Source: an optimization exercise on an open RTL-to-GDS flow (aim: small area and a short achievable clock period). Production flows keep margins and buffers that such runs may drop. No functional check of the RTL was part of any run shown here. Power is estimated from default activity; no workload was simulated.

**design.v**
```verilog
module fp_round (
    input  wire [23:0] a,
    output wire [23:0] fl,
    output wire [23:0] ce
);
    wire        s = a[23];
    wire [7:0]  e = a[22:15];
    wire [14:0] f = a[14:0];
    wire [22:0] th;
    genvar k;
    generate for (k = 0; k < 23; k = k + 1) begin : g_th
        assign th[k] = e >= 8'(128 + k);
    end endgenerate
    wire [14:0] fmask;
    generate for (k = 0; k < 15; k = k + 1) begin : g_fm
        assign fmask[k] = th[14 - k];
    end endgenerate
    wire [14:0] rf   = f & fmask;
    wire        fhf  = |(f & ~fmask);
    wire        frz  = ~|rf;
    wire        lt1  = ~th[0] & (e != 8'd127);
    wire        fup  = s & fhf;
    assign fl = {s,
                 lt1 ? 8'd0 : (fup & frz) ? e + 8'd1 : e,
                 rf[14:1], rf[0] | (fup & ~frz)};
    wire [14:0] cm;    
    wire [14:0] hm;    
    generate for (k = 0; k < 15; k = k + 1) begin : g_cm
        assign cm[k] = th[8 + k];
        assign hm[k] = th[22 - k];
    end endgenerate
    wire        inr  = ~th[22];                
    wire        chf  = inr & |(f & cm);
    wire [14:0] x    = f | ~hm;
    wire [15:0] pa;                             
    assign pa[0] = 1'b1;
    generate for (k = 0; k < 15; k = k + 1) begin : g_pa
        assign pa[k + 1] = pa[k] & x[k];
    end endgenerate
    wire [14:0] q    = hm & pa[14:0];
    wire [14:0] fi   = f ^ q;
    wire [7:0]  ei   = e + {7'd0, pa[15]};
    assign ce = ~chf ? a :
                s    ? {1'b1, e, f & ~cm} :
                       {1'b0, ei, fi};
endmodule
module fp_align (
    input  wire [23:0] a,
    input  wire [23:0] b,
    input  wire        bneg,    
    input  wire        abig,    
    output wire [16:0] m,       
    output wire [7:0]  maxe,
    output wire        sign,
    output wire        effsub
);
    wire [7:0]  ea = a[22:15];
    wire [7:0]  eb = b[22:15];
    wire [15:0] ma = {ea != 8'd0, a[14:0]};
    wire [15:0] mb = {eb != 8'd0, b[14:0]};
    wire        sa = a[23];
    wire        sb = b[23] ^ bneg;
    wire [15:0] maxm  = abig ? ma : mb;
    wire [15:0] minm  = abig ? mb : ma;
    assign      maxe  = abig ? ea : eb;
    wire [3:0]  dab   = ea[3:0] - eb[3:0];
    wire [3:0]  shamt = abig ? dab : 4'd0 - dab;
    wire [15:0] shm   = minm >> shamt;
    assign effsub = sa ^ sb;
    assign sign   = abig ? sa : sb;
    assign m = {1'b0, maxm} + {1'b0, effsub ? ~shm : shm} + {16'd0, effsub};
endmodule
module fp_norm (
    input  wire [16:0] m,
    input  wire [7:0]  e,
    input  wire        s,
    input  wire        sub,
    output wire [23:0] r
);
    logic [3:0] lz;
    always_comb begin
        lz = 4'd15;
        for (int i = 0; i < 16; i++)
            if (m[i]) lz = 4'(15 - i);
    end
    wire [15:0] nsh   = m[15:0] << lz;
    wire [23:0] add_r = m[16] ? {s, e + 8'd1, m[15:1]} : {s, e, m[14:0]};
    wire [23:0] sub_r = (m[15:0] == 16'd0) ? {s, 23'd0} : {s, e - {4'd0, lz}, nsh[14:0]};
    assign r = sub ? sub_r : add_r;
endmodule
module fp_mul_tree (
    input  wire [14:0] fa,
    input  wire [14:0] fb,
    output wire [31:0] r0,
    output wire [31:0] r1
);
    wire pp [0:14][0:14];
    genvar i, j;
    generate for (i = 0; i < 15; i = i + 1) begin : g_i
        for (j = 0; j < 15; j = j + 1) begin : g_j
            assign pp[i][j] = fa[i] & fb[j];
        end
    end endgenerate
    wire s1;
    wire c2;
    wire s3;
    wire c4;
    wire s5;
    wire c6;
    wire s7;
    wire c8;
    wire s9;
    wire c10;
    wire s11;
    wire c12;
    wire s13;
    wire c14;
    wire s15;
    wire c16;
    wire s17;
    wire c18;
    wire s19;
    wire c20;
    wire s21;
    wire c22;
    wire s23;
    wire c24;
    wire s25;
    wire c26;
    wire s27;
    wire c28;
    wire s29;
    wire c30;
    wire s31;
    wire c32;
    wire s33;
    wire c34;
    wire s35;
    wire c36;
    wire s37;
    wire c38;
    wire s39;
    wire c40;
    wire s41;
    wire c42;
    wire s43;
    wire c44;
    wire s45;
    wire c46;
    wire s47;
    wire c48;
    wire s49;
    wire c50;
    wire s51;
    wire c52;
    wire s53;
    wire c54;
    wire s55;
    wire c56;
    wire s57;
    wire c58;
    wire s59;
    wire c60;
    wire s61;
    wire c62;
    wire s63;
    wire c64;
    wire s65;
    wire c66;
    wire s67;
    wire c68;
    wire s69;
    wire c70;
    wire s71;
    wire c72;
    wire s73;
    wire c74;
    wire s75;
    wire c76;
    wire s77;
    wire c78;
    wire s79;
    wire c80;
    wire s81;
    wire c82;
    wire s83;
    wire c84;
    wire s85;
    wire c86;
    wire s87;
    wire c88;
    wire s89;
    wire c90;
    wire s91;
    wire c92;
    wire s93;
    wire c94;
    wire s95;
    wire c96;
    wire s97;
    wire c98;
    wire s99;
    wire c100;
    wire s101;
    wire c102;
    wire s103;
    wire c104;
    wire s105;
    wire c106;
    wire s107;
    wire c108;
    wire s109;
    wire c110;
    wire s111;
    wire c112;
    wire s113;
    wire c114;
    wire s115;
    wire c116;
    wire s117;
    wire c118;
    wire s119;
    wire c120;
    wire s121;
    wire c122;
    wire s123;
    wire c124;
    wire s125;
    wire c126;
    wire s127;
    wire c128;
    wire s129;
    wire c130;
    wire s131;
    wire c132;
    wire s133;
    wire c134;
    wire s135;
    wire c136;
    wire s137;
    wire c138;
    wire s139;
    wire c140;
    wire s141;
    wire c142;
    wire s143;
    wire c144;
    wire s145;
    wire c146;
    wire s147;
    wire c148;
    wire s149;
    wire c150;
    wire s151;
    wire c152;
    wire s153;
    wire c154;
    wire s155;
    wire c156;
    wire s157;
    wire c158;
    wire s159;
    wire c160;
    wire s161;
    wire c162;
    wire s163;
    wire c164;
    wire s165;
    wire c166;
    wire s167;
    wire c168;
    wire s169;
    wire c170;
    wire s171;
    wire c172;
    wire s173;
    wire c174;
    wire s175;
    wire c176;
    wire s177;
    wire c178;
    wire s179;
    wire c180;
    wire s181;
    wire c182;
    wire s183;
    wire c184;
    wire s185;
    wire c186;
    wire s187;
    wire c188;
    wire s189;
    wire c190;
    wire s191;
    wire c192;
    wire s193;
    wire c194;
    wire s195;
    wire c196;
    wire s197;
    wire c198;
    wire s199;
    wire c200;
    wire s201;
    wire c202;
    wire s203;
    wire c204;
    wire s205;
    wire c206;
    wire s207;
    wire c208;
    wire s209;
    wire c210;
    wire s211;
    wire c212;
    wire s213;
    wire c214;
    wire s215;
    wire c216;
    wire s217;
    wire c218;
    wire s219;
    wire c220;
    wire s221;
    wire c222;
    wire s223;
    wire c224;
    wire s225;
    wire c226;
    wire s227;
    wire c228;
    wire s229;
    wire c230;
    wire s231;
    wire c232;
    wire s233;
    wire c234;
    wire s235;
    wire c236;
    wire s237;
    wire c238;
    wire s239;
    wire c240;
    wire s241;
    wire c242;
    wire s243;
    wire c244;
    wire s245;
    wire c246;
    wire s247;
    wire c248;
    wire s249;
    wire c250;
    wire s251;
    wire c252;
    wire s253;
    wire c254;
    wire s255;
    wire c256;
    wire s257;
    wire c258;
    wire s259;
    wire c260;
    wire s261;
    wire c262;
    wire s263;
    wire c264;
    wire s265;
    wire c266;
    wire s267;
    wire c268;
    wire s269;
    wire c270;
    wire s271;
    wire c272;
    wire s273;
    wire c274;
    wire s275;
    wire c276;
    wire s277;
    wire c278;
    wire s279;
    wire c280;
    wire s281;
    wire c282;
    wire s283;
    wire c284;
    wire s285;
    wire c286;
    wire s287;
    wire c288;
    wire s289;
    wire c290;
    wire s291;
    wire c292;
    wire s293;
    wire c294;
    wire s295;
    wire c296;
    wire s297;
    wire c298;
    wire s299;
    wire c300;
    wire s301;
    wire c302;
    wire s303;
    wire c304;
    wire s305;
    wire c306;
    wire s307;
    wire c308;
    wire s309;
    wire c310;
    wire s311;
    wire c312;
    wire s313;
    wire c314;
    wire s315;
    wire c316;
    wire s317;
    wire c318;
    wire s319;
    wire c320;
    wire s321;
    wire c322;
    wire s323;
    wire c324;
    wire s325;
    wire c326;
    wire s327;
    wire c328;
    wire s329;
    wire c330;
    wire s331;
    wire c332;
    wire s333;
    wire c334;
    wire s335;
    wire c336;
    wire s337;
    wire c338;
    wire s339;
    wire c340;
    wire s341;
    wire c342;
    wire s343;
    wire c344;
    wire s345;
    wire c346;
    wire s347;
    wire c348;
    wire s349;
    wire c350;
    wire s351;
    wire c352;
    wire s353;
    wire c354;
    wire s355;
    wire c356;
    wire s357;
    wire c358;
    wire s359;
    wire c360;
    wire s361;
    wire c362;
    wire s363;
    wire c364;
    wire s365;
    wire c366;
    wire s367;
    wire c368;
    wire s369;
    wire c370;
    wire s371;
    wire c372;
    wire s373;
    wire c374;
    wire s375;
    wire c376;
    wire s377;
    wire c378;
    wire s379;
    wire c380;
    wire s381;
    wire c382;
    wire s383;
    wire c384;
    wire s385;
    wire c386;
    wire s387;
    wire c388;
    wire s389;
    wire c390;
    wire s391;
    wire c392;
    wire s393;
    wire c394;
    wire s395;
    wire c396;
    wire s397;
    wire c398;
    wire s399;
    wire c400;
    wire s401;
    wire c402;
    wire s403;
    wire c404;
    wire s405;
    wire c406;
    wire s407;
    wire c408;
    wire s409;
    wire c410;
    wire s411;
    wire c412;
    wire s413;
    wire c414;
    wire s415;
    wire c416;
    wire s417;
    wire c418;
    wire s419;
    wire c420;
    fp_ha u_s1 (.a(pp[0][13]), .b(pp[1][12]), .s(s1), .co(c2));
    fp_fa u_s3 (.a(pp[0][14]), .b(pp[1][13]), .c(pp[2][12]), .s(s3), .co(c4));
    fp_ha u_s5 (.a(pp[3][11]), .b(pp[4][10]), .s(s5), .co(c6));
    fp_fa u_s7 (.a(pp[1][14]), .b(pp[2][13]), .c(pp[3][12]), .s(s7), .co(c8));
    fp_fa u_s9 (.a(pp[4][11]), .b(pp[5][10]), .c(pp[6][9]), .s(s9), .co(c10));
    fp_ha u_s11 (.a(pp[7][8]), .b(pp[8][7]), .s(s11), .co(c12));
    fp_fa u_s13 (.a(pp[2][14]), .b(pp[3][13]), .c(pp[4][12]), .s(s13), .co(c14));
    fp_fa u_s15 (.a(pp[5][11]), .b(pp[6][10]), .c(pp[7][9]), .s(s15), .co(c16));
    fp_ha u_s17 (.a(pp[8][8]), .b(pp[9][7]), .s(s17), .co(c18));
    fp_fa u_s19 (.a(pp[3][14]), .b(pp[4][13]), .c(pp[5][12]), .s(s19), .co(c20));
    fp_fa u_s21 (.a(pp[6][11]), .b(pp[7][10]), .c(pp[8][9]), .s(s21), .co(c22));
    fp_fa u_s23 (.a(pp[4][14]), .b(pp[5][13]), .c(pp[6][12]), .s(s23), .co(c24));
    fp_ha u_s25 (.a(pp[0][9]), .b(pp[1][8]), .s(s25), .co(c26));
    fp_fa u_s27 (.a(pp[0][10]), .b(pp[1][9]), .c(pp[2][8]), .s(s27), .co(c28));
    fp_ha u_s29 (.a(pp[3][7]), .b(pp[4][6]), .s(s29), .co(c30));
    fp_fa u_s31 (.a(pp[0][11]), .b(pp[1][10]), .c(pp[2][9]), .s(s31), .co(c32));
    fp_fa u_s33 (.a(pp[3][8]), .b(pp[4][7]), .c(pp[5][6]), .s(s33), .co(c34));
    fp_ha u_s35 (.a(pp[6][5]), .b(pp[7][4]), .s(s35), .co(c36));
    fp_fa u_s37 (.a(pp[0][12]), .b(pp[1][11]), .c(pp[2][10]), .s(s37), .co(c38));
    fp_fa u_s39 (.a(pp[3][9]), .b(pp[4][8]), .c(pp[5][7]), .s(s39), .co(c40));
    fp_fa u_s41 (.a(pp[6][6]), .b(pp[7][5]), .c(pp[8][4]), .s(s41), .co(c42));
    fp_ha u_s43 (.a(pp[9][3]), .b(pp[10][2]), .s(s43), .co(c44));
    fp_fa u_s45 (.a(pp[2][11]), .b(pp[3][10]), .c(pp[4][9]), .s(s45), .co(c46));
    fp_fa u_s47 (.a(pp[5][8]), .b(pp[6][7]), .c(pp[7][6]), .s(s47), .co(c48));
    fp_fa u_s49 (.a(pp[8][5]), .b(pp[9][4]), .c(pp[10][3]), .s(s49), .co(c50));
    fp_fa u_s51 (.a(pp[11][2]), .b(pp[12][1]), .c(pp[13][0]), .s(s51), .co(c52));
    fp_fa u_s53 (.a(pp[5][9]), .b(pp[6][8]), .c(pp[7][7]), .s(s53), .co(c54));
    fp_fa u_s55 (.a(pp[8][6]), .b(pp[9][5]), .c(pp[10][4]), .s(s55), .co(c56));
    fp_fa u_s57 (.a(pp[11][3]), .b(pp[12][2]), .c(pp[13][1]), .s(s57), .co(c58));
    fp_fa u_s59 (.a(pp[14][0]), .b(c2), .c(s3), .s(s59), .co(c60));
    fp_fa u_s61 (.a(pp[9][6]), .b(pp[10][5]), .c(pp[11][4]), .s(s61), .co(c62));
    fp_fa u_s63 (.a(pp[12][3]), .b(pp[13][2]), .c(pp[14][1]), .s(s63), .co(c64));
    fp_fa u_s65 (.a(fa[0]), .b(fb[0]), .c(c4), .s(s65), .co(c66));
    fp_fa u_s67 (.a(c6), .b(s7), .c(s9), .s(s67), .co(c68));
    fp_fa u_s69 (.a(pp[10][6]), .b(pp[11][5]), .c(pp[12][4]), .s(s69), .co(c70));
    fp_fa u_s71 (.a(pp[13][3]), .b(pp[14][2]), .c(fa[1]), .s(s71), .co(c72));
    fp_fa u_s73 (.a(fb[1]), .b(c8), .c(c10), .s(s73), .co(c74));
    fp_fa u_s75 (.a(c12), .b(s13), .c(s15), .s(s75), .co(c76));
    fp_fa u_s77 (.a(pp[9][8]), .b(pp[10][7]), .c(pp[11][6]), .s(s77), .co(c78));
    fp_fa u_s79 (.a(pp[12][5]), .b(pp[13][4]), .c(pp[14][3]), .s(s79), .co(c80));
    fp_fa u_s81 (.a(fa[2]), .b(fb[2]), .c(c14), .s(s81), .co(c82));
    fp_fa u_s83 (.a(c16), .b(c18), .c(s19), .s(s83), .co(c84));
    fp_fa u_s85 (.a(pp[7][11]), .b(pp[8][10]), .c(pp[9][9]), .s(s85), .co(c86));
    fp_fa u_s87 (.a(pp[10][8]), .b(pp[11][7]), .c(pp[12][6]), .s(s87), .co(c88));
    fp_fa u_s89 (.a(pp[13][5]), .b(pp[14][4]), .c(fa[3]), .s(s89), .co(c90));
    fp_fa u_s91 (.a(fb[3]), .b(c20), .c(c22), .s(s91), .co(c92));
    fp_fa u_s93 (.a(pp[5][14]), .b(pp[6][13]), .c(pp[7][12]), .s(s93), .co(c94));
    fp_fa u_s95 (.a(pp[8][11]), .b(pp[9][10]), .c(pp[10][9]), .s(s95), .co(c96));
    fp_fa u_s97 (.a(pp[11][8]), .b(pp[12][7]), .c(pp[13][6]), .s(s97), .co(c98));
    fp_fa u_s99 (.a(pp[14][5]), .b(fa[4]), .c(fb[4]), .s(s99), .co(c100));
    fp_fa u_s101 (.a(pp[6][14]), .b(pp[7][13]), .c(pp[8][12]), .s(s101), .co(c102));
    fp_fa u_s103 (.a(pp[9][11]), .b(pp[10][10]), .c(pp[11][9]), .s(s103), .co(c104));
    fp_fa u_s105 (.a(pp[12][8]), .b(pp[13][7]), .c(pp[14][6]), .s(s105), .co(c106));
    fp_fa u_s107 (.a(pp[7][14]), .b(pp[8][13]), .c(pp[9][12]), .s(s107), .co(c108));
    fp_fa u_s109 (.a(pp[10][11]), .b(pp[11][10]), .c(pp[12][9]), .s(s109), .co(c110));
    fp_fa u_s111 (.a(pp[8][14]), .b(pp[9][13]), .c(pp[10][12]), .s(s111), .co(c112));
    fp_ha u_s113 (.a(pp[0][6]), .b(pp[1][5]), .s(s113), .co(c114));
    fp_fa u_s115 (.a(pp[0][7]), .b(pp[1][6]), .c(pp[2][5]), .s(s115), .co(c116));
    fp_ha u_s117 (.a(pp[3][4]), .b(pp[4][3]), .s(s117), .co(c118));
    fp_fa u_s119 (.a(pp[0][8]), .b(pp[1][7]), .c(pp[2][6]), .s(s119), .co(c120));
    fp_fa u_s121 (.a(pp[3][5]), .b(pp[4][4]), .c(pp[5][3]), .s(s121), .co(c122));
    fp_ha u_s123 (.a(pp[6][2]), .b(pp[7][1]), .s(s123), .co(c124));
    fp_fa u_s125 (.a(pp[2][7]), .b(pp[3][6]), .c(pp[4][5]), .s(s125), .co(c126));
    fp_fa u_s127 (.a(pp[5][4]), .b(pp[6][3]), .c(pp[7][2]), .s(s127), .co(c128));
    fp_fa u_s129 (.a(pp[8][1]), .b(pp[9][0]), .c(s25), .s(s129), .co(c130));
    fp_fa u_s131 (.a(pp[5][5]), .b(pp[6][4]), .c(pp[7][3]), .s(s131), .co(c132));
    fp_fa u_s133 (.a(pp[8][2]), .b(pp[9][1]), .c(pp[10][0]), .s(s133), .co(c134));
    fp_fa u_s135 (.a(c26), .b(s27), .c(s29), .s(s135), .co(c136));
    fp_fa u_s137 (.a(pp[8][3]), .b(pp[9][2]), .c(pp[10][1]), .s(s137), .co(c138));
    fp_fa u_s139 (.a(pp[11][0]), .b(c28), .c(c30), .s(s139), .co(c140));
    fp_fa u_s141 (.a(s31), .b(s33), .c(s35), .s(s141), .co(c142));
    fp_fa u_s143 (.a(pp[11][1]), .b(pp[12][0]), .c(c32), .s(s143), .co(c144));
    fp_fa u_s145 (.a(c34), .b(c36), .c(s37), .s(s145), .co(c146));
    fp_fa u_s147 (.a(s39), .b(s41), .c(s43), .s(s147), .co(c148));
    fp_fa u_s149 (.a(s1), .b(c38), .c(c40), .s(s149), .co(c150));
    fp_fa u_s151 (.a(c42), .b(c44), .c(s45), .s(s151), .co(c152));
    fp_fa u_s153 (.a(s47), .b(s49), .c(s51), .s(s153), .co(c154));
    fp_fa u_s155 (.a(s5), .b(c46), .c(c48), .s(s155), .co(c156));
    fp_fa u_s157 (.a(c50), .b(c52), .c(s53), .s(s157), .co(c158));
    fp_fa u_s159 (.a(s55), .b(s57), .c(s59), .s(s159), .co(c160));
    fp_fa u_s161 (.a(s11), .b(c54), .c(c56), .s(s161), .co(c162));
    fp_fa u_s163 (.a(c58), .b(c60), .c(s61), .s(s163), .co(c164));
    fp_fa u_s165 (.a(s63), .b(s65), .c(s67), .s(s165), .co(c166));
    fp_fa u_s167 (.a(s17), .b(c62), .c(c64), .s(s167), .co(c168));
    fp_fa u_s169 (.a(c66), .b(c68), .c(s69), .s(s169), .co(c170));
    fp_fa u_s171 (.a(s71), .b(s73), .c(s75), .s(s171), .co(c172));
    fp_fa u_s173 (.a(s21), .b(c70), .c(c72), .s(s173), .co(c174));
    fp_fa u_s175 (.a(c74), .b(c76), .c(s77), .s(s175), .co(c176));
    fp_fa u_s177 (.a(s79), .b(s81), .c(s83), .s(s177), .co(c178));
    fp_fa u_s179 (.a(s23), .b(c78), .c(c80), .s(s179), .co(c180));
    fp_fa u_s181 (.a(c82), .b(c84), .c(s85), .s(s181), .co(c182));
    fp_fa u_s183 (.a(s87), .b(s89), .c(s91), .s(s183), .co(c184));
    fp_fa u_s185 (.a(c24), .b(c86), .c(c88), .s(s185), .co(c186));
    fp_fa u_s187 (.a(c90), .b(c92), .c(s93), .s(s187), .co(c188));
    fp_fa u_s189 (.a(s95), .b(s97), .c(s99), .s(s189), .co(c190));
    fp_fa u_s191 (.a(fa[5]), .b(fb[5]), .c(c94), .s(s191), .co(c192));
    fp_fa u_s193 (.a(c96), .b(c98), .c(c100), .s(s193), .co(c194));
    fp_fa u_s195 (.a(s101), .b(s103), .c(s105), .s(s195), .co(c196));
    fp_fa u_s197 (.a(pp[13][8]), .b(pp[14][7]), .c(fa[6]), .s(s197), .co(c198));
    fp_fa u_s199 (.a(fb[6]), .b(c102), .c(c104), .s(s199), .co(c200));
    fp_fa u_s201 (.a(c106), .b(s107), .c(s109), .s(s201), .co(c202));
    fp_fa u_s203 (.a(pp[11][11]), .b(pp[12][10]), .c(pp[13][9]), .s(s203), .co(c204));
    fp_fa u_s205 (.a(pp[14][8]), .b(fa[7]), .c(fb[7]), .s(s205), .co(c206));
    fp_fa u_s207 (.a(c108), .b(c110), .c(s111), .s(s207), .co(c208));
    fp_fa u_s209 (.a(pp[9][14]), .b(pp[10][13]), .c(pp[11][12]), .s(s209), .co(c210));
    fp_fa u_s211 (.a(pp[12][11]), .b(pp[13][10]), .c(pp[14][9]), .s(s211), .co(c212));
    fp_fa u_s213 (.a(fa[8]), .b(fb[8]), .c(c112), .s(s213), .co(c214));
    fp_fa u_s215 (.a(pp[10][14]), .b(pp[11][13]), .c(pp[12][12]), .s(s215), .co(c216));
    fp_fa u_s217 (.a(pp[13][11]), .b(pp[14][10]), .c(fa[9]), .s(s217), .co(c218));
    fp_fa u_s219 (.a(pp[11][14]), .b(pp[12][13]), .c(pp[13][12]), .s(s219), .co(c220));
    fp_ha u_s221 (.a(pp[0][4]), .b(pp[1][3]), .s(s221), .co(c222));
    fp_fa u_s223 (.a(pp[0][5]), .b(pp[1][4]), .c(pp[2][3]), .s(s223), .co(c224));
    fp_ha u_s225 (.a(pp[3][2]), .b(pp[4][1]), .s(s225), .co(c226));
    fp_fa u_s227 (.a(pp[2][4]), .b(pp[3][3]), .c(pp[4][2]), .s(s227), .co(c228));
    fp_fa u_s229 (.a(pp[5][1]), .b(pp[6][0]), .c(s113), .s(s229), .co(c230));
    fp_fa u_s231 (.a(pp[5][2]), .b(pp[6][1]), .c(pp[7][0]), .s(s231), .co(c232));
    fp_fa u_s233 (.a(c114), .b(s115), .c(s117), .s(s233), .co(c234));
    fp_fa u_s235 (.a(pp[8][0]), .b(c116), .c(c118), .s(s235), .co(c236));
    fp_fa u_s237 (.a(s119), .b(s121), .c(s123), .s(s237), .co(c238));
    fp_fa u_s239 (.a(c120), .b(c122), .c(c124), .s(s239), .co(c240));
    fp_fa u_s241 (.a(s125), .b(s127), .c(s129), .s(s241), .co(c242));
    fp_fa u_s243 (.a(c126), .b(c128), .c(c130), .s(s243), .co(c244));
    fp_fa u_s245 (.a(s131), .b(s133), .c(s135), .s(s245), .co(c246));
    fp_fa u_s247 (.a(c132), .b(c134), .c(c136), .s(s247), .co(c248));
    fp_fa u_s249 (.a(s137), .b(s139), .c(s141), .s(s249), .co(c250));
    fp_fa u_s251 (.a(c138), .b(c140), .c(c142), .s(s251), .co(c252));
    fp_fa u_s253 (.a(s143), .b(s145), .c(s147), .s(s253), .co(c254));
    fp_fa u_s255 (.a(c144), .b(c146), .c(c148), .s(s255), .co(c256));
    fp_fa u_s257 (.a(s149), .b(s151), .c(s153), .s(s257), .co(c258));
    fp_fa u_s259 (.a(c150), .b(c152), .c(c154), .s(s259), .co(c260));
    fp_fa u_s261 (.a(s155), .b(s157), .c(s159), .s(s261), .co(c262));
    fp_fa u_s263 (.a(c156), .b(c158), .c(c160), .s(s263), .co(c264));
    fp_fa u_s265 (.a(s161), .b(s163), .c(s165), .s(s265), .co(c266));
    fp_fa u_s267 (.a(c162), .b(c164), .c(c166), .s(s267), .co(c268));
    fp_fa u_s269 (.a(s167), .b(s169), .c(s171), .s(s269), .co(c270));
    fp_fa u_s271 (.a(c168), .b(c170), .c(c172), .s(s271), .co(c272));
    fp_fa u_s273 (.a(s173), .b(s175), .c(s177), .s(s273), .co(c274));
    fp_fa u_s275 (.a(c174), .b(c176), .c(c178), .s(s275), .co(c276));
    fp_fa u_s277 (.a(s179), .b(s181), .c(s183), .s(s277), .co(c278));
    fp_fa u_s279 (.a(c180), .b(c182), .c(c184), .s(s279), .co(c280));
    fp_fa u_s281 (.a(s185), .b(s187), .c(s189), .s(s281), .co(c282));
    fp_fa u_s283 (.a(c186), .b(c188), .c(c190), .s(s283), .co(c284));
    fp_fa u_s285 (.a(s191), .b(s193), .c(s195), .s(s285), .co(c286));
    fp_fa u_s287 (.a(c192), .b(c194), .c(c196), .s(s287), .co(c288));
    fp_fa u_s289 (.a(s197), .b(s199), .c(s201), .s(s289), .co(c290));
    fp_fa u_s291 (.a(c198), .b(c200), .c(c202), .s(s291), .co(c292));
    fp_fa u_s293 (.a(s203), .b(s205), .c(s207), .s(s293), .co(c294));
    fp_fa u_s295 (.a(c204), .b(c206), .c(c208), .s(s295), .co(c296));
    fp_fa u_s297 (.a(s209), .b(s211), .c(s213), .s(s297), .co(c298));
    fp_fa u_s299 (.a(fb[9]), .b(c210), .c(c212), .s(s299), .co(c300));
    fp_fa u_s301 (.a(c214), .b(s215), .c(s217), .s(s301), .co(c302));
    fp_fa u_s303 (.a(pp[14][11]), .b(fa[10]), .c(fb[10]), .s(s303), .co(c304));
    fp_fa u_s305 (.a(c216), .b(c218), .c(s219), .s(s305), .co(c306));
    fp_fa u_s307 (.a(pp[12][14]), .b(pp[13][13]), .c(pp[14][12]), .s(s307), .co(c308));
    fp_fa u_s309 (.a(fa[11]), .b(fb[11]), .c(c220), .s(s309), .co(c310));
    fp_fa u_s311 (.a(pp[13][14]), .b(pp[14][13]), .c(fa[12]), .s(s311), .co(c312));
    fp_ha u_s313 (.a(pp[0][3]), .b(pp[1][2]), .s(s313), .co(c314));
    fp_fa u_s315 (.a(pp[2][2]), .b(pp[3][1]), .c(pp[4][0]), .s(s315), .co(c316));
    fp_fa u_s317 (.a(pp[5][0]), .b(c222), .c(s223), .s(s317), .co(c318));
    fp_fa u_s319 (.a(c224), .b(c226), .c(s227), .s(s319), .co(c320));
    fp_fa u_s321 (.a(c228), .b(c230), .c(s231), .s(s321), .co(c322));
    fp_fa u_s323 (.a(c232), .b(c234), .c(s235), .s(s323), .co(c324));
    fp_fa u_s325 (.a(c236), .b(c238), .c(s239), .s(s325), .co(c326));
    fp_fa u_s327 (.a(c240), .b(c242), .c(s243), .s(s327), .co(c328));
    fp_fa u_s329 (.a(c244), .b(c246), .c(s247), .s(s329), .co(c330));
    fp_fa u_s331 (.a(c248), .b(c250), .c(s251), .s(s331), .co(c332));
    fp_fa u_s333 (.a(c252), .b(c254), .c(s255), .s(s333), .co(c334));
    fp_fa u_s335 (.a(c256), .b(c258), .c(s259), .s(s335), .co(c336));
    fp_fa u_s337 (.a(c260), .b(c262), .c(s263), .s(s337), .co(c338));
    fp_fa u_s339 (.a(c264), .b(c266), .c(s267), .s(s339), .co(c340));
    fp_fa u_s341 (.a(c268), .b(c270), .c(s271), .s(s341), .co(c342));
    fp_fa u_s343 (.a(c272), .b(c274), .c(s275), .s(s343), .co(c344));
    fp_fa u_s345 (.a(c276), .b(c278), .c(s279), .s(s345), .co(c346));
    fp_fa u_s347 (.a(c280), .b(c282), .c(s283), .s(s347), .co(c348));
    fp_fa u_s349 (.a(c284), .b(c286), .c(s287), .s(s349), .co(c350));
    fp_fa u_s351 (.a(c288), .b(c290), .c(s291), .s(s351), .co(c352));
    fp_fa u_s353 (.a(c292), .b(c294), .c(s295), .s(s353), .co(c354));
    fp_fa u_s355 (.a(c296), .b(c298), .c(s299), .s(s355), .co(c356));
    fp_fa u_s357 (.a(c300), .b(c302), .c(s303), .s(s357), .co(c358));
    fp_fa u_s359 (.a(c304), .b(c306), .c(s307), .s(s359), .co(c360));
    fp_fa u_s361 (.a(fb[12]), .b(c308), .c(c310), .s(s361), .co(c362));
    fp_fa u_s363 (.a(pp[14][14]), .b(fa[13]), .c(fb[13]), .s(s363), .co(c364));
    fp_ha u_s365 (.a(pp[0][2]), .b(pp[1][1]), .s(s365), .co(c366));
    fp_fa u_s367 (.a(pp[2][1]), .b(pp[3][0]), .c(s313), .s(s367), .co(c368));
    fp_fa u_s369 (.a(s221), .b(c314), .c(s315), .s(s369), .co(c370));
    fp_fa u_s371 (.a(s225), .b(c316), .c(s317), .s(s371), .co(c372));
    fp_fa u_s373 (.a(s229), .b(c318), .c(s319), .s(s373), .co(c374));
    fp_fa u_s375 (.a(s233), .b(c320), .c(s321), .s(s375), .co(c376));
    fp_fa u_s377 (.a(s237), .b(c322), .c(s323), .s(s377), .co(c378));
    fp_fa u_s379 (.a(s241), .b(c324), .c(s325), .s(s379), .co(c380));
    fp_fa u_s381 (.a(s245), .b(c326), .c(s327), .s(s381), .co(c382));
    fp_fa u_s383 (.a(s249), .b(c328), .c(s329), .s(s383), .co(c384));
    fp_fa u_s385 (.a(s253), .b(c330), .c(s331), .s(s385), .co(c386));
    fp_fa u_s387 (.a(s257), .b(c332), .c(s333), .s(s387), .co(c388));
    fp_fa u_s389 (.a(s261), .b(c334), .c(s335), .s(s389), .co(c390));
    fp_fa u_s391 (.a(s265), .b(c336), .c(s337), .s(s391), .co(c392));
    fp_fa u_s393 (.a(s269), .b(c338), .c(s339), .s(s393), .co(c394));
    fp_fa u_s395 (.a(s273), .b(c340), .c(s341), .s(s395), .co(c396));
    fp_fa u_s397 (.a(s277), .b(c342), .c(s343), .s(s397), .co(c398));
    fp_fa u_s399 (.a(s281), .b(c344), .c(s345), .s(s399), .co(c400));
    fp_fa u_s401 (.a(s285), .b(c346), .c(s347), .s(s401), .co(c402));
    fp_fa u_s403 (.a(s289), .b(c348), .c(s349), .s(s403), .co(c404));
    fp_fa u_s405 (.a(s293), .b(c350), .c(s351), .s(s405), .co(c406));
    fp_fa u_s407 (.a(s297), .b(c352), .c(s353), .s(s407), .co(c408));
    fp_fa u_s409 (.a(s301), .b(c354), .c(s355), .s(s409), .co(c410));
    fp_fa u_s411 (.a(s305), .b(c356), .c(s357), .s(s411), .co(c412));
    fp_fa u_s413 (.a(s309), .b(c358), .c(s359), .s(s413), .co(c414));
    fp_fa u_s415 (.a(s311), .b(c360), .c(s361), .s(s415), .co(c416));
    fp_fa u_s417 (.a(c312), .b(c362), .c(s363), .s(s417), .co(c418));
    fp_fa u_s419 (.a(fa[14]), .b(fb[14]), .c(c364), .s(s419), .co(c420));
    assign r0[0] = pp[0][0];
    assign r1[0] = 1'b0;
    assign r0[1] = pp[0][1];
    assign r1[1] = pp[1][0];
    assign r0[2] = pp[2][0];
    assign r1[2] = s365;
    assign r0[3] = c366;
    assign r1[3] = s367;
    assign r0[4] = c368;
    assign r1[4] = s369;
    assign r0[5] = c370;
    assign r1[5] = s371;
    assign r0[6] = c372;
    assign r1[6] = s373;
    assign r0[7] = c374;
    assign r1[7] = s375;
    assign r0[8] = c376;
    assign r1[8] = s377;
    assign r0[9] = c378;
    assign r1[9] = s379;
    assign r0[10] = c380;
    assign r1[10] = s381;
    assign r0[11] = c382;
    assign r1[11] = s383;
    assign r0[12] = c384;
    assign r1[12] = s385;
    assign r0[13] = c386;
    assign r1[13] = s387;
    assign r0[14] = c388;
    assign r1[14] = s389;
    assign r0[15] = c390;
    assign r1[15] = s391;
    assign r0[16] = c392;
    assign r1[16] = s393;
    assign r0[17] = c394;
    assign r1[17] = s395;
    assign r0[18] = c396;
    assign r1[18] = s397;
    assign r0[19] = c398;
    assign r1[19] = s399;
    assign r0[20] = c400;
    assign r1[20] = s401;
    assign r0[21] = c402;
    assign r1[21] = s403;
    assign r0[22] = c404;
    assign r1[22] = s405;
    assign r0[23] = c406;
    assign r1[23] = s407;
    assign r0[24] = c408;
    assign r1[24] = s409;
    assign r0[25] = c410;
    assign r1[25] = s411;
    assign r0[26] = c412;
    assign r1[26] = s413;
    assign r0[27] = c414;
    assign r1[27] = s415;
    assign r0[28] = c416;
    assign r1[28] = s417;
    assign r0[29] = c418;
    assign r1[29] = s419;
    assign r0[30] = c420;
    assign r1[30] = 1'b1;
    assign r0[31] = 1'b0;
    assign r1[31] = 1'b0;
endmodule
module fp_fa (input wire a, input wire b, input wire c, output wire s, output wire co);
    assign s  = a ^ b ^ c;
    assign co = (a & b) | (a & c) | (b & c);
endmodule
module fp_ha (input wire a, input wire b, output wire s, output wire co);
    assign s  = a ^ b;
    assign co = a & b;
endmodule
module fp_mul_fin (
    input  wire [15:0] r0,      
    input  wire [14:0] r1,      
    input  wire        cin,     
    input  wire [7:0]  e,       
    input  wire        s,
    input  wire        zero,
    input  wire        ovf,     
    input  wire        eq,      
    output wire [23:0] r
);
    wire [16:0] p  = {1'b0, r0} + {2'b01, r1} + {16'd0, cin};
    wire [7:0]  pe = e + {7'd0, p[16]};
    wire [14:0] pm = p[16] ? p[15:1] : p[14:0];
    assign r = zero ? 24'd0 : (ovf | (eq & p[16])) ? 24'h7f8000 : {s, pe, pm};
endmodule
module fpu #(
    parameter WIDTH = 24
)(
    input   logic clk,
    input   wire logic [WIDTH - 1:0] a,
    input   wire logic [WIDTH - 1:0] b,
    input   wire logic [3:0]         opcode,
    output  logic [WIDTH - 1:0] result
);
    logic [23:0] a1, b1;
    logic [3:0]  op1;
    logic        abig1;
    always_ff @(posedge clk) begin
        a1    <= a;
        b1    <= b;
        op1   <= opcode;
        abig1 <= a[22:0] > b[22:0];
    end
    wire is_as   = (op1 == 4'b0000) || (op1 == 4'b0100);
    wire is_max  = (op1 == 4'b0001);
    wire is_min  = (op1 == 4'b0010);
    wire is_fl   = (op1 == 4'b1000);
    wire is_ce   = (op1 == 4'b1001);
    wire is_mul  = (op1 == 4'b0011);
    wire is_abs  = (op1 == 4'b0101);
    wire is_neg  = (op1 == 4'b0110);
    wire [7:0] ea = a1[22:15];
    wire [7:0] eb = b1[22:15];
    wire [16:0] m17;
    wire [7:0]  maxe;
    wire        ssign, effsub;
    fp_align u_align (.a(a1), .b(b1), .bneg(op1[2]), .abig(abig1),
                      .m(m17), .maxe(maxe), .sign(ssign), .effsub(effsub));
    wire a_gt = (a1[23] == b1[23]) ? (abig1 ^ a1[23]) : b1[23];
    wire [23:0] mm = (a_gt ^ is_min) ? a1 : b1;
    wire [23:0] fl_r, ce_r;
    fp_round u_round (.a(a1), .fl(fl_r), .ce(ce_r));
    wire [23:0] pass_r =
        (is_max | is_min) ? mm :
        is_fl  ? fl_r :
        is_ce  ? ce_r :
        is_abs ? {1'b0, a1[22:0]} :
        is_neg ? {~a1[23], a1[22:0]} :
        (a1[23] ? 24'hbf8000 : 24'h3f8000);
    wire [31:0] r0, r1;
    fp_mul_tree u_tree (.fa(a1[14:0]), .fb(b1[14:0]), .r0(r0), .r1(r1));
    wire [15:0] lo    = {1'b0, r0[14:0]} + {1'b0, r1[14:0]};
    wire [8:0]  sum9  = {1'b0, ea} + {1'b0, eb};
    wire [8:0]  e9    = sum9 - 9'd127;
    wire        mzero = (ea == 8'd0) || (eb == 8'd0) || (sum9 < 9'd128);
    wire        movf  = sum9 >= 9'd382;
    wire        meq   = sum9 == 9'd381;
    wire        msign = a1[23] ^ b1[23];
    logic        k_mul, k_as, k_sub;
    logic [43:0] d2;
    always_ff @(posedge clk) begin
        k_mul <= is_mul;
        k_as  <= is_as;
        k_sub <= effsub;
        if (is_mul)
            d2 <= {meq, movf, mzero, msign, e9[7:0], lo[15], r1[29:15], r0[30:15]};
        else if (is_as)
            d2 <= {18'd0, ssign, maxe, m17};
        else
            d2 <= {20'd0, pass_r};
    end
    wire [23:0] as_r, mul_r;
    fp_norm u_norm (.m(d2[16:0]), .e(d2[24:17]), .s(d2[25]), .sub(k_sub), .r(as_r));
    fp_mul_fin u_mfin (.r0(d2[15:0]), .r1(d2[30:16]), .cin(d2[31]), .e(d2[39:32]),
                       .s(d2[40]), .zero(d2[41]), .ovf(d2[42]), .eq(d2[43]), .r(mul_r));
    always_ff @(posedge clk) begin
        if (k_mul)
            result <= mul_r;
        else if (k_as)
            result <= as_r;
        else
            result <= d2[23:0];
    end
endmodule
```
**run.sh**
```bash
#!/bin/bash
# synth_recipe.tcl (not shown) runs the flow's synth.tcl, then flattens the netlist and writes it again
# the make line also repeats each setting of config.mk as NAME=value (left out here)
make -C /OpenROAD-flow-scripts/flow DESIGN_CONFIG=/design/flow/config.mk WORK_HOME=/design/flow/orfs CLKGATE_MAP_FILE= SYNTH_SCRIPT=/design/flow/synth_recipe.tcl finish
```
**config.mk**
```make
export PLATFORM = sky130hd
export DESIGN_NAME = fpu
export DESIGN_NICKNAME = fpu
export VERILOG_FILES = /design/flow/design.v
export SDC_FILE = /design/flow/constraint.sdc
export NUM_CORES = 4
export LEC_CHECK = 0
export CAP_MARGIN = 20
export CORE_MARGIN = 2
export CORE_UTILIZATION = 40
export SETUP_SLACK_MARGIN = 5
export SLEW_MARGIN = 20
```
**constraint.sdc**
```tcl
create_clock -name core_clock -period 8.5 [get_ports {clk}]
set_input_delay 1.7000 -clock core_clock [delete_from_list [all_inputs] [get_ports {clk}]]
set_output_delay 1.7000 -clock core_clock [all_outputs]
set_load 0.01 [all_outputs]
```
==> run summary, run 1 <==
Status = complete, no violations
Clk pin slew, worst setup/hold paths = 0.06 ns
M1 GR Usage = 39.53%
Slew Viols, Final = 0
First-pass GRT wire length = 104.2 mm
Worst Skew = 0.01588 ns
CP max stage delay = 0.55 ns
Yosys cell types = 90
Period utilization = 56.86%
Initial antenna violation count = 1
Total wire length = 69.16 mm
Asr flop ratio synth = 0%
Total CTS buffers = 17
Hpwl dp = 47.18 mm
Reg2Reg Setup Slack = 3.67 ns
Post-Synth XOR/XNOR Area = 3.668%
Sequential share of the synthesized area = 13.91%
Most used cell, CP = nand2_1
Type of origin of the critical path = flip-flop
GR Util met3 = 5.718%
Core Area = 44,120 µm²
Tightest Pin Transition = 0.9958 ns
Initial core utilization = 40.43%
Slowest cell on the critical path = fa_2
Worst path arrival time = 5.16 ns
GRT Resource Usage Total = 29.67%
Synth Area in Compound Gates = 17.93%
Ys Warns = 3
Mapped Cells = 2,182
Sequential cell area = 2559 µm²
Post-synth top area share = 22.56%
Synthesis-to-finish area growth = 24.18%
# DRC = 0
Area of the multi-input gates = 14,640 µm²
Max-capacitance violation count = 0
Vias in the first global route = 17,070
TritonCTS clock tree = done
Slew margin rel. = 33.61%
Fmax = 0.2069 GHz
Io pins = 77
Crit Path Max Fanout = 5
Post-Syn Area = 17,840 µm²
R2R depth = 26
Post-synth EDFFs = 0
Die area = 46,300 µm²
CTS Buffer Depth = 2
PwrDens = 231.2 nW/µm²
Hold Path Class = flip-flop to flip-flop
Mapped Nets = 2,549
Height of the chip = 215.2 µm
Pwr Total = 5.121 mW
Layout cells sized above 1 = 20.70%
Post-Synth Simple-Gate Area = 19.13%
Ant diodes = 0
Routed len/inst = 23.80 µm
Peak VDD IR = 0.0001443 V
Unrepaired setup endpoints after global routing = true
Post-route cell area = 22,150 µm²
Pre-antenna DRT Iters = 6
Most common cell after layout, fill and taps aside = inv_1
DR vias = 17,160
Most frequent cells in the layout = 251 x inv_1, 163 x nand2_1, 162 x nor2_1
GR Overflow Total = 0
FF-to-FF Start = a1[15]
Area leader, netlist = fa_1
Crit Reg-Reg Endpoint = d2[7]
Post-synthesis mux area share = 5.786%
Synth area leaders = fa_1 23%, dfxtp_1 14%, ha_1 7.9%
Adder and majority gate portion of the synthesized area = 30.48%
Clk sinks = 124
Largest net degree at the start of global routing = 39
Fillcell total = 4,174
Row cnt = 77
DIE WIDTH = 215.2 µm
NumNets Final = 2,668
H-tree Lvls = 4
Setup crit end = d2[7]
Largest family of logic cells by synthesized area = adder cells
Routed Antenna Nets = 0
Via/cell ratio = 5.906
First DRT Iteration DRCs = 1,852
Global-route met2 utilization = 45.88%
Most Crowded Layer GR = met2
Ys flop type = dfxtp_1
Nature of the critical path endpoint = flip-flop
Setup TNS = 0 ns
Final-report setup violation count = 0
Avg Cell Area, Syn = 8.176 µm²
#FFs+latches synth = 124
Area after DPL = 19,310 µm²
Post-layout minimum cycle time = 4.833 ns
Worst Path Required = 8.83 ns
Critical Path Source = a1[15]
GP Congestion = 0.9982
Critical path type = flip-flop to flip-flop
Port buffer count = 76
Leakage power = 9.672 nW
CTS root buffer = clkbuf_16
Hold Vio Cnt, Final = 0
Clk Latency, worst-skew pair = 0.46 ns
synthesized netlist by cell type (49+ instances only):
cell / count
o21ai_0: 96
ha_1: 113
and2_1: 151
mux2i_1: 57
nand2_1: 169
dfxtp_1: 124
fa_1: 201
a21oi_1: 113
xnor2_1: 49
clkbuf_1: 114
nor2_1: 180
inv_1: 280
per-layer routing:
layer	share of wire (%)	vias up
met5	0	-
met4	5.8	0
met3	8.9	200
met2	44	927
met1	41	8425
li1	-	7610
kinds of logic after synthesis:
| group | count (synthesis) |
|---|---|
| mux | 87 |
| compound gates | 475 |
| fa+ha+maj | 314 |
| xor+xnor | 73 |
| flops | 124 |
| simple gates | 684 |
| buf+inv | 425 |
timing repair:
action,4_1_cts,5_1_grt
hold buffers,0,0
pin swaps,91,79
gates resized for setup,234,99
cloned,5,1
setup endpoints to repair,52,51
setup buffers,85,25
cell type report:
type | count | share of cell area (%)
Multi-Input combinational cell | 1633 | 66.07
Clock buffer | 19 | 1.999
Inverter | 289 | 5.225
Tap cell | 592 | 3.344
Clock inverter | 13 | 0.7060
Sequential cell | 124 | 11.55
Timing Repair Buffer | 236 | 11.10
critical path: cells and delay by family (launching register included):
| kind | cells | cell delay, ns |
|---|---|---|
| AO/OA/AOI/OAI | 6 | 1.08 |
| XOR/XNOR | 2 | 0.23 |
| adder cells (fa/ha/maj) | 4 | 1.28 |
| buffers and inverters | 6 | 0.54 |
| flip-flops | 1 | 0.35 |
| multiplexers | 2 | 0.52 |
| AND/OR/NAND/NOR | 6 | 0.70 |
state kept, by name (all words and copies together), names as in the netlist:
register  count
b1           24
op1           4
k_sub         1
k_as          1
a1           24
d2           44
abig1         1
k_mul         1
result       24
stage by stage:
step / instances / util, % / hold slack (ns) / setup WS [ns]
finish: 2906 / 50.20 / 0.5002 / 3.667
global route: 2906 / 50.20 / 0.5235 / 3.461
CTS: 2880 / 48.87 / 0.5170 / 3.812
detailed placement: 2758 / 43.76 / 0.5026 / 3.014
global placement: 2758 / 43.76 / 0.4992 / 3.106
floorplan: 2182 / - / 0.4375 / 3.845
worst min path at each step:
stage                       from  cells past startpoint  slack, ns         end
after global placement    d2[40]                      2       0.50  result[23]
final                     d2[40]                      2       0.50  result[23]
after global routing      d2[40]                      2       0.52  result[23]
after detailed placement  d2[40]                      2       0.50  result[23]
after CTS                 d2[40]                      2       0.52  result[23]
after floorplan           d2[40]                      2       0.44  result[23]
where the power goes:
group | leakage (nW) | internal, mW | switching (mW)
Clock | 0.287 | 0.446 | 0.313
Sequential | 1.04 | 0.672 | 0.157
Combinational | 8.34 | 1.59 | 1.94
==> run 2, diff against run 1 <==
--- a/config.mk
+++ b/config.mk
@@ -10,3 +10,5 @@
 export CORE_UTILIZATION = 40
 export SETUP_SLACK_MARGIN = 5
 export SLEW_MARGIN = 20
+export SYNTH_HIERARCHICAL = 1
+export SYNTH_MINIMUM_KEEP_SIZE = 0
==> run 2 against run 1 <==
Effect of this change:
- global-route usage decreased by 3.0 points
- die area increased by 6.3%
- total power increased by 7.2%
- sequential power increased by 4.1%
- register-to-register slack got worse by 0.24 ns
==> run summary, run 2 <==
Clk Latency, worst-skew pair = 0.47 ns (about the same)
Max reg flops = 44 (unchanged)
Hold Path Class = flip-flop to flip-flop
Ys Warns = 9 (+6)
Fillcell total = 4,395 (+5.3%)
Most Crowded Layer GR = met2
Max-capacitance violation count = 0 (unchanged)
Post-Syn Area = 18,990 µm² (+6.5%)
Worst Skew = 0.01511 ns (-0.0007646 ns)
Largest net degree at the start of global routing = 49 (+26%)
Placed Cells = 2,661 (-3.5%)
Peak VDD IR = 0.0001240 V (-14%)
Crit Path Max Fanout = 3 (-2)
Clk pwr share = 14.3% (-0.5 points)
Unrepaired setup endpoints after global routing = true
CTS Hold Buffers Added = 0 (unchanged)
Leakage power = 9.058 nW (-6.3%)
Post-layout minimum cycle time = 5.072 ns (+0.2389 ns)
Slew Viols, Final = 0 (unchanged)
Slew margin rel. = 24.42% (-9.2 points)
DR vias = 16,860 (-1.7%)
Mapped Cells = 2,142 (-1.8%)
Layout cells sized above 1 = 26.35% (+5.6 points)
Pre-antenna DRT Iters = 8 (+2)
Crit Reg-Reg Endpoint = d2[14]
Hold wc startpoint = d2[40]
Height of the chip = 221.9 µm (+3.1%)
Tightest Pin Transition = 1.130 ns (+0.1342 ns)
Psw = 2.568 mW (+6.6%)
Initial core utilization = 40.62% (+0.19 points)
GP Congestion = 0.9735 (-2.5%)
# DRC = 0 (unchanged)
Nature of the critical path endpoint = flip-flop
Final-report setup violation count = 0 (unchanged)
First-pass GRT wire length = 100.3 mm (-3.8%)
Hold path endpoint = result[23]
Die area = 49,240 µm² (+6.3%)
Top reg by flops = d2
Critical path type = flip-flop to flip-flop
FF-to-FF Start = a1[15]
TritonCTS clock tree = done
Mapped Nets = 2,506 (-1.7%)
Avg Cell Area, Syn = 8.867 µm² (+8.5%)
Most common cell after layout, fill and taps aside = fa_1
M1 GR Usage = 34.10% (-5.4 points)
Total wire length = 66.25 mm (-4.2%)
Hold Path Depth = 3 (+1)
Via/cell ratio = 6.029 (+2.1%)
Initial antenna violation count = 1 (unchanged)
Worst Path Required = 8.85 ns (+0.02 ns)
GR Util met3 = 6.122% (+0.40 points)
Reg2Reg Setup Slack = 3.43 ns (-0.24 ns)
Ant diodes = 0 (unchanged)
Vias in the first global route = 16,890 (-1.0%)
First DRT Iteration DRCs = 1,710 (-7.7%)
H-tree Lvls = 4 (unchanged)
PwrDens = 249.3 nW/µm² (+7.8%)
NumNets Final = 2,541 (-4.8%)
Worst path arrival time = 5.42 ns (+0.26 ns)
Core Area = 46,750 µm² (+6.0%)
Type of origin of the critical path = flip-flop
Int Power = 2.923 mW (+7.8%)
Global-route met2 utilization = 41.17% (-4.7 points)
Sequential cell area = 2601 µm² (+1.7%)
Hpwl dp = 44.05 mm (-6.6%)
Register share of total power = 15.7% (-0.5 points)
Hold Vio Cnt, Final = 0 (unchanged)
Most frequent cells in the layout = 145 x fa_1, 143 x nand2_1, 128 x and2_2
Area of the multi-input gates = 15,610 µm² (+6.6%)
R2R depth = 24 (-7.7%)
Setup TNS = 0 ns (unchanged)
Status = complete, no violations
CTS Buffer Depth = 2 (unchanged)
DIE WIDTH = 221.9 µm (+3.1%)
Row cnt = 79 (+2.6%)
Io pins = 77 (unchanged)
Total CTS buffers = 17 (unchanged)
Period utilization = 59.67% (+2.8 points)
Port buffer count = 76 (unchanged)
Layout Cells excl Fill = 2,797 (-3.8%)
Routed len/inst = 23.68 µm (-0.47%)
Comb power frac = 70.0% (+1.0 points)
Pwr Total = 5.491 mW (+7.2%)
Clk pin slew, worst setup/hold paths = 0.06 ns (about the same)
Sw Ratio = 46.76% (-0.28 points)
Clk sinks = 124 (unchanged)
Synthesis-to-finish area growth = 15.99%
GR Overflow Total = 0 (unchanged)
CTS root buffer = clkbuf_16
GRT Resource Usage Total = 26.64% (-3.0 points)
Fmax = 0.1972 GHz (-4.7%)
Routed Antenna Nets = 0 (unchanged)
-- run 2: how the worst max path moves through the flow --
stage / end / from / slack, ns
after CTS: d2[14] / a1[15] / 3.48
after detailed placement: d2[14] / a1[15] / 2.57
after global routing: d2[14] / a1[15] / 3.20
final: d2[14] / a1[15] / 3.43
after global placement: d2[14] / a1[15] / 2.62
after floorplan: d2[14] / a1[15] / 3.35
-- run 2: through the flow --
stage | hold slack [ns] | utilization (%) | area (µm²) | worst slack [ns]
6_report | 0.5770 | 47.12 | 22030 | 3.428
5_1_grt | 0.6096 | 47.12 | 22030 | 3.200
4_1_cts | 0.5788 | 45.99 | 21500 | 3.481
3_5_place_dp | 0.5658 | 42.09 | 19680 | 2.567
3_3_place_gp | 0.5707 | 42.07 | 19670 | 2.623
2_1_floorplan | 0.5026 | - | 19220 | 3.349
-- run 2: cell type report --
cell class / count / share of cell area (%)
Multi-Input combinational cell: 1740 / 70.85
Sequential cell: 124 / 11.81
Timing Repair Buffer: 206 / 9.502
Tap cell: 607 / 3.447
Clock buffer: 18 / 2.045
Inverter: 88 / 1.562
Clock inverter: 14 / 0.7838
-- run 2: power groups by stage --
stage | Clock [mW] | Combinational (mW) | Sequential (mW)
final | 0.786 | 3.84 | 0.863
after global routing | 0.826 | 4.12 | 0.875
after detailed placement | 0 | 3.16 | 0.891
after global placement | 0 | 3.13 | 0.889
after CTS | 0.799 | 3.54 | 0.862
after floorplan | 0 | 2.64 | 0.790
-- run 2: layer usage --
metal / vias to the layer above / share of wire (%) / wire length (µm)
met3: 175 / 8.7 / 5766
met4: 0 / 6.0 / 3992
li1: 7548 / - / -
met1: 8240 / 41 / 27020
met5: - / 0 / 0
met2: 899 / 44 / 29470
-- run 2: repair_timing --
item | in CTS | in global routing
pin swaps | 56 | 40
cloned | 3 | 0
endpoints found under the setup margin | 35 | 31
resized for setup | 123 | 86
buffers inserted | 77 | 24
-- run 2: critical path: stages (launching register included) --
cell and delay (ns):
dfxtp_4 0.35, inv_4 0.05, ha_4 0.11, inv_2 0.04
fa_2 0.54, inv_2 0.06, ha_4 0.22, mux2_4 0.31
mux2i_2 0.18, mux2i_1 0.25, mux2_4 0.33, or2_4 0.23
fa_2 0.35, a21o_1 0.20, a21oi_2 0.15, o21bai_1 0.09
a21oi_2 0.21, o21bai_2 0.12, a2111oi_4 0.33, nor2_2 0.12
o21ai_1 0.13, a2bb2oi_1 0.08, a22oi_1 0.16, nand2_1 0.06
a221o_1 0.26

==> what the ideal ports hide <==
How much do the figures lean on ideal ports? The routed layouts below were timed once more, with nothing changed but the port constraints.
Step 1 (the two cells are an assumption about what drives the block):
set clk [get_ports {clk}]
set_driving_cell -lib_cell sky130_fd_sc_hd__clkbuf_16 $clk
set_driving_cell -lib_cell sky130_fd_sc_hd__buf_2 [delete_from_list [all_inputs] $clk]
Step 2 times the ports against the registers' clock, not the clock port: input delays grow and output delays shrink by t, the midpoint of the rising clock arrivals with the driver on.
a / b / c = ideal ports / drivers / drivers and shift; a / b = the first two.
| run | t (ns) | setup slack, ns | clock arrival spread, ns | slew at the worst register clock pin (ns) |
|---|---|---|---|---|
| run 1 | 0.506 | 3.667 / 3.667 / 3.667 | 0.017 / 0.017 | 0.07 / 0.07 |
| run 2 | 0.521 | 3.428 / 3.428 / 3.428 | 0.017 / 0.018 | 0.07 / 0.07 |
After both steps every run listed still meets setup and hold.
